This design comes from an exercise in tuning for small area on the open sky130 flow, not from production work. At most, simulation tests tie the RTL to the original design; equivalence was not proved. No activity file was given, so power comes from the tool's default toggle rates.

==> inputs of violet <==
Design uart_eeprom_demo, start of the top module:
module uart_eeprom_demo #(
	parameter SYS_CLK_FRE = 50,
	parameter IIC_CLK_FRE = 400000,
	parameter BAUD_RATE	= 115200,
	parameter MAX_BYTE_NUM = 64,
	parameter [6:0] DEV_ADDR= {4'b1010, 3'b000},
	parameter REG_ADDR_SIZE = 2
)(
	input			clk,
	input			rst_n,
	output reg		ee_scl,
	input			ee_sda_i,
	output reg		ee_sda_o,
	output reg		ee_sda_oe,
	output reg	 	uart_txd,
	input wire 		uart_rxd
);
integer j;
reg        rx_state;
reg [8:0]  rx_cnt;
reg [3:0]  rx_bit;
reg [7:0]  rx_sh;
reg        rx_vld;
wire rx_half = (rx_cnt == 9'd216);
wire rx_full = (rx_cnt == 9'd433);
wire rx_done = rx_half && (rx_bit == 4'd9);
always @(posedge clk) begin
	if (!rst_n) rx_state <= 1'b0;
	else if (!rx_state) begin
		if (!uart_rxd) rx_state <= 1'b1;
	end
	else if (rx_done) rx_state <= 1'b0;
end
always @(posedge clk) begin
	if (!rst_n) rx_cnt <= 9'd0;
	else if (rx_state) rx_cnt <= rx_full ? 9'd0 : rx_cnt + 9'd1;
	else rx_cnt <= 9'd0;
end
always @(posedge clk) begin
	if (!rst_n) rx_bit <= 4'd0;
	else if (rx_state) begin
		if (rx_half) rx_bit <= rx_bit + 4'd1;
	end
	else rx_bit <= 4'd0;
end
always @(posedge clk)
	if (rx_state && rx_half && rx_bit != 4'd9) rx_sh <= {uart_rxd, rx_sh[7:1]};
always @(posedge clk) begin
	if (!rst_n) rx_vld <= 1'b0;
	else rx_vld <= rx_done;
end
reg rclr;
always @(posedge clk) begin
	if (!rst_n) rclr <= 1'b1;
	else if (rx_vld) rclr <= 1'b0;
end
wire s5_ee   = (S[5] == 8'hEE);
wire s4_c0   = (S[4][7:1] == 7'b1100000);
reg  [7:0] S [0:6];
reg  hf6;                                
always @(posedge clk) if (rx_vld || rclr) begin
	S[0] <= rx_vld ? rx_sh : 8'h00;
	for (j = 1; j < 7; j = j + 1) S[j] <= S[j-1];
	hf6  <= s5_ee && s4_c0 && !S[4][0];
end
wire hdr_any = !rclr && s5_ee && s4_c0;
wire hdr_wr  = hdr_any && !S[4][0];
wire hdr_rd  = hdr_any &&  S[4][0];
reg [7:0] RR [0:63];
reg [5:0] q;
always @(posedge clk) if (!rx_vld) q <= q - 6'd1;
  ...
==> flow/config.mk <==
export PLATFORM = sky130hd
export DESIGN_NAME = uart_eeprom_demo
export DESIGN_NICKNAME = uart_eeprom_demo
export VERILOG_FILES = /design/flow/design.v
export SDC_FILE = /design/flow/constraint.sdc
export NUM_CORES = 4
export LEC_CHECK = 0
export CAP_MARGIN = 40
export CORE_MARGIN = 2
export CORE_UTILIZATION = 40
export CTS_BUF_LIST = sky130_fd_sc_hd__clkbuf_4
export CTS_CLUSTER_DIAMETER = 50
export CTS_CLUSTER_SIZE = 10
export SLEW_MARGIN = 40
==> flow/constraint.sdc <==
create_clock -name core_clock -period 20.0 [get_ports {clk}]
set_input_delay 4.0000 -clock core_clock [delete_from_list [all_inputs] [get_ports {clk}]]
set_output_delay 4.0000 -clock core_clock [all_outputs]
set_load 0.01 [all_outputs]
run.sh (not shown) runs the stock make flow with config.mk's settings and CLKGATE_MAP_FILE= SYNTH_SCRIPT=/design/flow/synth_recipe.tcl, a recipe that flattens the netlist after the stock synthesis.
==> yarrow (differences from violet) <==
--- a/flow/design.v
+++ b/flow/design.v
@@ -15,10 +15,12 @@
 	output reg		ee_sda_oe,
 	output reg	 	uart_txd,
 	input wire 		uart_rxd
 );
 integer j;
+reg [5:0] ph;
+always @(posedge clk) ph <= ph + 6'd1;
 reg        rx_state;
 reg [8:0]  rx_cnt;
 reg [3:0]  rx_bit;
 reg [7:0]  rx_sh;
 reg        rx_vld;
@@ -48,65 +50,65 @@
 	if (rx_state && rx_half && rx_bit != 4'd9) rx_sh <= {uart_rxd, rx_sh[7:1]};
 always @(posedge clk) begin
 	if (!rst_n) rx_vld <= 1'b0;
 	else rx_vld <= rx_done;
 end
-reg rclr;
+reg [7:0] S [0:6];
+always @(posedge clk) if (rx_vld) begin
+	S[0] <= rx_sh;
+	for (j = 1; j < 7; j = j + 1) S[j] <= S[j-1];
+end
+reg [6:0] rxc;
 always @(posedge clk) begin
-	if (!rst_n) rclr <= 1'b1;
-	else if (rx_vld) rclr <= 1'b0;
+	if (!rst_n) rxc <= 7'd0;
+	else if (rx_vld && rxc != 7'd70) rxc <= rxc + 7'd1;
 end
 wire s5_ee   = (S[5] == 8'hEE);
 wire s4_c0   = (S[4][7:1] == 7'b1100000);
-reg  [7:0] S [0:6];
-reg  hf6;                                
-always @(posedge clk) if (rx_vld || rclr) begin
-	S[0] <= rx_vld ? rx_sh : 8'h00;
-	for (j = 1; j < 7; j = j + 1) S[j] <= S[j-1];
-	hf6  <= s5_ee && s4_c0 && !S[4][0];
-end
-wire hdr_any = !rclr && s5_ee && s4_c0;
+wire hdr_any = (rxc >= 7'd6) && s5_ee && s4_c0;
 wire hdr_wr  = hdr_any && !S[4][0];
 wire hdr_rd  = hdr_any &&  S[4][0];
+reg hf6;
+always @(posedge clk) if (rx_vld) hf6 <= s5_ee && s4_c0 && !S[4][0];
 reg [7:0] RR [0:63];
-reg [5:0] q;
-always @(posedge clk) if (!rx_vld) q <= q - 6'd1;
-wire [7:0] rtap = rclr ? 8'h00 : (q == 6'd2) ? S[6] : RR[0];
+reg [5:0] rhead;                         
+wire [7:0] rtap = (ph == rhead + 6'd1) ? S[6] : RR[0];    
 always @(posedge clk) begin
 	for (j = 0; j < 63; j = j + 1) RR[j] <= RR[j+1];
 	RR[63] <= rtap;
 end
+always @(posedge clk) if (rx_vld) rhead <= rhead + 6'd1;
 reg  tap_ee;
 always @(posedge clk) tap_ee <= (rtap == 8'hEE);
 wire tap_pair = tap_ee && (rtap == 8'hC0);
 reg [7:0]  wns;
 reg [15:0] waddr;
 always @(posedge clk) if (hdr_wr) begin
 	waddr <= {S[2], S[1]};
 	wns   <= S[0] - 8'd1;
 end
+wire [6:0] rxc_nx = (rxc == 7'd70) ? rxc : rxc + 7'd1;
 reg fA;
-always @(posedge clk) if (q == wns[5:0]) fA <= tap_pair;
+always @(posedge clk) if (ph == rhead + 6'd3 - wns[5:0]) fA <= tap_pair;
 wire pA = (wns[5:0] == 6'd0) ? (s5_ee && s4_c0 && !S[4][0]) :
           (wns[5:0] == 6'd1) ? hf6 : fA;
-wire v1 = (wns[7:6] == 2'd0) && pA;
-wire [7:0] bm1 = rx_sh - 8'd1;
+wire v1 = (wns[7:6] == 2'd0) && ({1'b0, wns[5:0]} + 7'd6 < rxc_nx) && pA;
 reg fB;
-always @(posedge clk) if (q == bm1[5:0]) fB <= tap_pair;
+always @(posedge clk) if (ph == rhead + 6'd4 - rx_sh[5:0]) fB <= tap_pair;
+wire [7:0] bm1 = rx_sh - 8'd1;
 wire pB = (rx_sh == 8'd1) ? (s5_ee && s4_c0 && !S[4][0]) :
           (rx_sh == 8'd2) ? hf6 : fB;
-wire v2 = (bm1[7:6] == 2'd0) && pB;
+wire v2 = (bm1[7:6] == 2'd0) && ({1'b0, bm1[5:0]} + 7'd6 < rxc_nx) && pB;
 reg v2r, rx_vld_d, ee_wr_req;
-wire relatch = rx_vld_d && hdr_wr;      
 always @(posedge clk) begin
 	rx_vld_d <= rx_vld;
 	if (rx_vld) v2r <= v2;
 end
 always @(posedge clk) begin
 	if (!rst_n) ee_wr_req <= 1'b0;
 	else if (rx_vld) ee_wr_req <= v1;
-	else if (relatch) ee_wr_req <= v2r;
+	else if (rx_vld_d && hdr_wr) ee_wr_req <= v2r;
 end
 reg wreq_d0, wreq_d1, wbusy_d0, wbusy_d1;
 wire wr_byte_busy;
 always @(posedge clk) begin
 	wreq_d0  <= ee_wr_req;
@@ -132,42 +134,19 @@
 	if (!rst_n) wcnt <= 8'd0;
 	else if (wstate == W_IDLE) wcnt <= 8'd0;
 	else if (wr_byte_rden) wcnt <= wcnt + 8'd1;
 end
 wire [7:0] widx = wns - wcnt;
-wire [7:0] rt16 = RR[16];
-wire [7:0] rt32 = RR[32];
-wire [7:0] rt48 = RR[48];
-wire [5:0] p0 = q + 6'd4 - widx[5:0];
-wire x0_at = (p0[3:0] == 4'd0);
-wire x1_at = (p0[3:0] == 4'd15);
-wire [1:0] xsel = p0[5:4] + {1'b0, x1_at};
-reg  [7:0] xtap;
-always @(*) begin
-	case (xsel)
-	2'd0: xtap = rtap;
-	2'd1: xtap = rt16;
-	2'd2: xtap = rt32;
-	default: xtap = rt48;
-	endcase
-end
-wire [5:0] py = q + 6'd5 - bm1[5:0] + wcnt[5:0];
-wire [7:0] ytap = py[5] ? rt32 : rtap;
-reg  [7:0] X0, X1, Y0;
-always @(posedge clk) begin
-	if (rx_vld || wr_byte_rden) X0 <= X1;
-	else if (relatch) X0 <= Y0;
-	else if (x0_at) X0 <= xtap;
-	if (!rx_vld && !relatch && !wr_byte_rden && x1_at) X1 <= xtap;
-	if (py[4:0] == 5'd0) Y0 <= ytap;
-end
+wire [5:0] wpos = rhead + 6'd7 - widx[5:0] - ph;
 reg  [7:0] wdat;
 always @(*) begin
-	if (widx >= 8'd70) wdat = 8'h00;
+	if (widx >= {1'b0, rxc}) wdat = 8'h00;
 	else if (widx < 8'd7) wdat = S[widx[2:0]];
-	else wdat = X0;
+	else wdat = RR[wpos];
 end
+reg [7:0] wr_byte_data;
+always @(posedge clk) wr_byte_data <= wdat;
 reg [5:0]  rns;
 reg [15:0] raddr;
 always @(posedge clk) if (hdr_rd) begin
 	raddr <= {S[2], S[1]};
 	rns   <= S[0][5:0] - 6'd1;
@@ -205,35 +184,35 @@
 	if (!rst_n) tbc <= 8'd0;
 	else if (estate == E_IDLE) tbc <= 8'd0;
 	else if (estate == E_TDONE) tbc <= tbc + 8'd1;
 end
 reg [7:0] TR [0:63];
-reg [5:0] tq;                            
+reg [5:0] thead;                         
 reg       tpend;                         
-reg       tclr;                          
+reg [6:0] tcnt;                          
 reg [7:0] rd_bits;
 reg       rd_vld;
-wire tcommit = tpend && (tq == 6'd63);
+wire tcommit = tpend && (ph == thead + 6'd1);
 always @(posedge clk) begin
 	for (j = 0; j < 63; j = j + 1) TR[j] <= TR[j+1];
-	TR[63] <= tclr ? 8'h00 : tcommit ? rd_bits : TR[0];
+	TR[63] <= tcommit ? rd_bits : TR[0];
 end
 always @(posedge clk) begin
 	if (rd_vld) tpend <= 1'b1;
 	else if (tcommit) tpend <= 1'b0;
-	if (!tcommit) tq <= tq - 6'd1;
+	if (tcommit) thead <= thead + 6'd1;
 end
 always @(posedge clk) begin
-	if (!rst_n) tclr <= 1'b1;
-	else if (rd_vld) tclr <= 1'b0;
+	if (!rst_n) tcnt <= 7'd0;
+	else if (rd_vld && tcnt != 7'd64) tcnt <= tcnt + 7'd1;
 end
 reg       tx_state;
 reg [8:0] tx_cnt;
 reg [3:0] tx_bit;
-reg       tx_nz;                         
-reg [5:0] tx_tgt;                        
-reg       nb;                            
+reg [7:0] tx_d;
+reg       tx_fetch;
+reg [5:0] tx_tgt;
 wire tx_cdone = (tx_cnt == 9'd433);
 assign tx_ready = !tx_state;
 wire tx_load = !tx_state && tx_req;
 wire [7:0] tidx = {2'b00, rns} - tbc;
 always @(posedge clk) begin
@@ -255,21 +234,36 @@
 	end
 	else tx_bit <= 4'd0;
 end
 always @(posedge clk) begin
 	if (tx_load) begin
-		tx_nz  <= (tidx[7:6] == 2'd0);
-		tx_tgt <= tq - tidx[5:0];
+		tx_d     <= 8'h00;
+		tx_fetch <= (tidx < {1'b0, tcnt});
+		tx_tgt   <= thead - tidx[5:0];
+	end
+	else if (tx_fetch && ph == tx_tgt) begin
+		tx_d     <= TR[0];
+		tx_fetch <= 1'b0;
 	end
-	else tx_tgt <= tx_tgt - 6'd1;
-	if (tx_tgt == 6'd1) nb <= tx_nz & TR[0][tx_bit[2:0]];
 end
 always @(posedge clk) begin
 	if (!rst_n) uart_txd <= 1'b1;
-	else if (!tx_state) uart_txd <= 1'b1;
-	else if (tx_cnt == 9'd0)
-		uart_txd <= (tx_bit == 4'd0) ? 1'b0 : (tx_bit == 4'd9) ? 1'b1 : nb;
+	else if (tx_state) begin
+		case (tx_bit)
+		4'd0: uart_txd <= 1'b0;
+		4'd1: uart_txd <= tx_d[0];
+		4'd2: uart_txd <= tx_d[1];
+		4'd3: uart_txd <= tx_d[2];
+		4'd4: uart_txd <= tx_d[3];
+		4'd5: uart_txd <= tx_d[4];
+		4'd6: uart_txd <= tx_d[5];
+		4'd7: uart_txd <= tx_d[6];
+		4'd8: uart_txd <= tx_d[7];
+		default: uart_txd <= 1'b1;
+		endcase
+	end
+	else uart_txd <= 1'b1;
 end
 reg [6:0] clk_cnt;
 always @(posedge clk) begin
 	if (!rst_n) clk_cnt <= 7'd0;
 	else if (clk_cnt == 7'd124) clk_cnt <= 7'd0;
@@ -322,30 +316,26 @@
 	if (c_state == S_IDLE && iic_clk_done) begin
 		if (wr_byte_req) op_reading <= 1'b0;
 		else if (rd_byte_req) op_reading <= 1'b1;
 	end
 end
-reg [3:0] bit_cnt_nx;
-always @(*) begin
-	if (!rst_n) bit_cnt_nx = 4'd0;
-	else if (c_state != n_state) bit_cnt_nx = 4'd0;
-	else if (iic_clk_done) bit_cnt_nx = (bit_cnt == 4'd8) ? 4'd0 : bit_cnt + 4'd1;
-	else bit_cnt_nx = bit_cnt;
-end
-always @(posedge clk) bit_cnt <= bit_cnt_nx;
-reg wbit;
-always @(posedge clk) wbit <= (bit_cnt_nx[3] == 1'b0) && wdat[3'd7 - bit_cnt_nx[2:0]];
+always @(posedge clk) begin
+	if (!rst_n) bit_cnt <= 4'd0;
+	else if (c_state != n_state) bit_cnt <= 4'd0;
+	else if (iic_clk_done) bit_cnt <= (bit_cnt == 4'd8) ? 4'd0 : bit_cnt + 4'd1;
+end
 always @(posedge clk) begin
 	if (!rst_n) byte_cnt <= 8'd0;
 	else if (c_state != n_state) byte_cnt <= 8'd0;
 	else if (iic_byte_done) byte_cnt <= byte_cnt + 8'd1;
 end
 wire [8:0] dev_wr_addr_z = {DEV_ADDR, 1'b0, 1'b0};
 wire [8:0] dev_rd_addr_z = {DEV_ADDR, 1'b1, 1'b0};
 wire [7:0] reg_addr_byte = op_reading ? (byte_cnt[0] ? raddr[15:8] : raddr[7:0])
                                       : (byte_cnt[0] ? waddr[15:8] : waddr[7:0]);
 wire [8:0] reg_addr_z = {reg_addr_byte, 1'b0};
+wire [8:0] wr_byte_z  = {wr_byte_data, 1'b0};
 wire [3:0] sel = 4'd8 - bit_cnt;
 always @(posedge clk) begin
 	if (!rst_n) ee_scl <= 1'b1;
 	else case (c_state)
 	S_IDLE:  ee_scl <= 1'b1;
@@ -359,11 +349,11 @@
 	else case (c_state)
 	S_IDLE:       ee_sda_o <= 1'b1;
 	S_START:      if (iic_clk_start) ee_sda_o <= 1'b1; else if (iic_clk_4_1) ee_sda_o <= 1'b0;
 	S_DEV_WADDR:  ee_sda_o <= dev_wr_addr_z[sel];
 	S_REG_ADDR:   ee_sda_o <= reg_addr_z[sel];
-	S_WRITE_BYTE: ee_sda_o <= wbit;
+	S_WRITE_BYTE: ee_sda_o <= wr_byte_z[sel];
 	S_RESTART:    if (iic_clk_start) ee_sda_o <= 1'b1; else if (iic_clk_mid) ee_sda_o <= 1'b0;
 	S_DEV_RADDR:  ee_sda_o <= dev_rd_addr_z[sel];
 	S_READ_BYTE:  ee_sda_o <= (bit_cnt == 4'd8) && (byte_cnt == {2'b00, rns});
 	S_STOP:       if (iic_clk_start) ee_sda_o <= 1'b0; else if (iic_clk_4_3) ee_sda_o <= 1'b1;
 	default:      ee_sda_o <= 1'b1;
CTS_CLUSTER_DIAMETER = not set   (was 50)
CTS_CLUSTER_SIZE = not set   (was 10)
==> comparison table <==
quantity	violet	yarrow
Result of the run	finished clean	finished clean
Met1 routed wirelength after detailed routing	25.3 mm	39.0 mm
Synthesized area per cell	15.1 um2	12.9 um2
Antenna violations before repair	5	3
GRT Overall Usage	12.2%	17.2%
Final Net Count	2,485	3,364
Number of CTS-inserted buffers	155	325
Cell Int Power	0.00331 W	0.00368 W
Post-DR vias/cell	4.46	4.98
Destination of the worst register-to-register timing path	X0[6]$_DFFE_PP_	wr_byte_data[0]$_SDFF_PP0_
Final-layout clock buffer total	186	460
Synth Area in Adders	3.10%	3.90%
Total nets after synthesis	2,358	3,103
Power share of the clock group	31.8%	43.6%
Total length of routed wires	52.3 mm	83.8 mm
Share of the yosys chip area belonging to registers	79.8%	70.8%
First DRT Iteration DRCs	833	2,039
Maximum VDD drop	0.0561 mV	0.0494 mV
The RTL of yarrow was laid out without a check of its function.

==> re-timing with driven ports <==
How much do the figures lean on ideal ports? The routed layouts below were timed once more, with nothing changed but the port constraints. Step 1: set_driving_cell puts a clkbuf_16 on clk and a buf_2 on each other input, an assumption about the parent block. Step 2, shift: input delay + t, output delay - t, t = (earliest + latest rising clock arrival at the registers) / 2. This alone moves slack from input paths to output paths. a / b / c = ideal ports / drivers / drivers and shift; a / b = the first two.
| run | t (ns) | setup slack, ns | latest minus earliest clock arrival (ns) | slew at the worst register clock pin (ns) |
|---|---|---|---|---|
| violet | 1.038 | 13.040 / 12.984 / 13.240 | 0.077 / 0.077 | 0.12 / 0.12 |
| yarrow | 1.157 | 12.735 / 12.670 / 12.948 | 0.110 / 0.110 | 0.08 / 0.08 |
After both steps setup and hold are still met in every run listed.
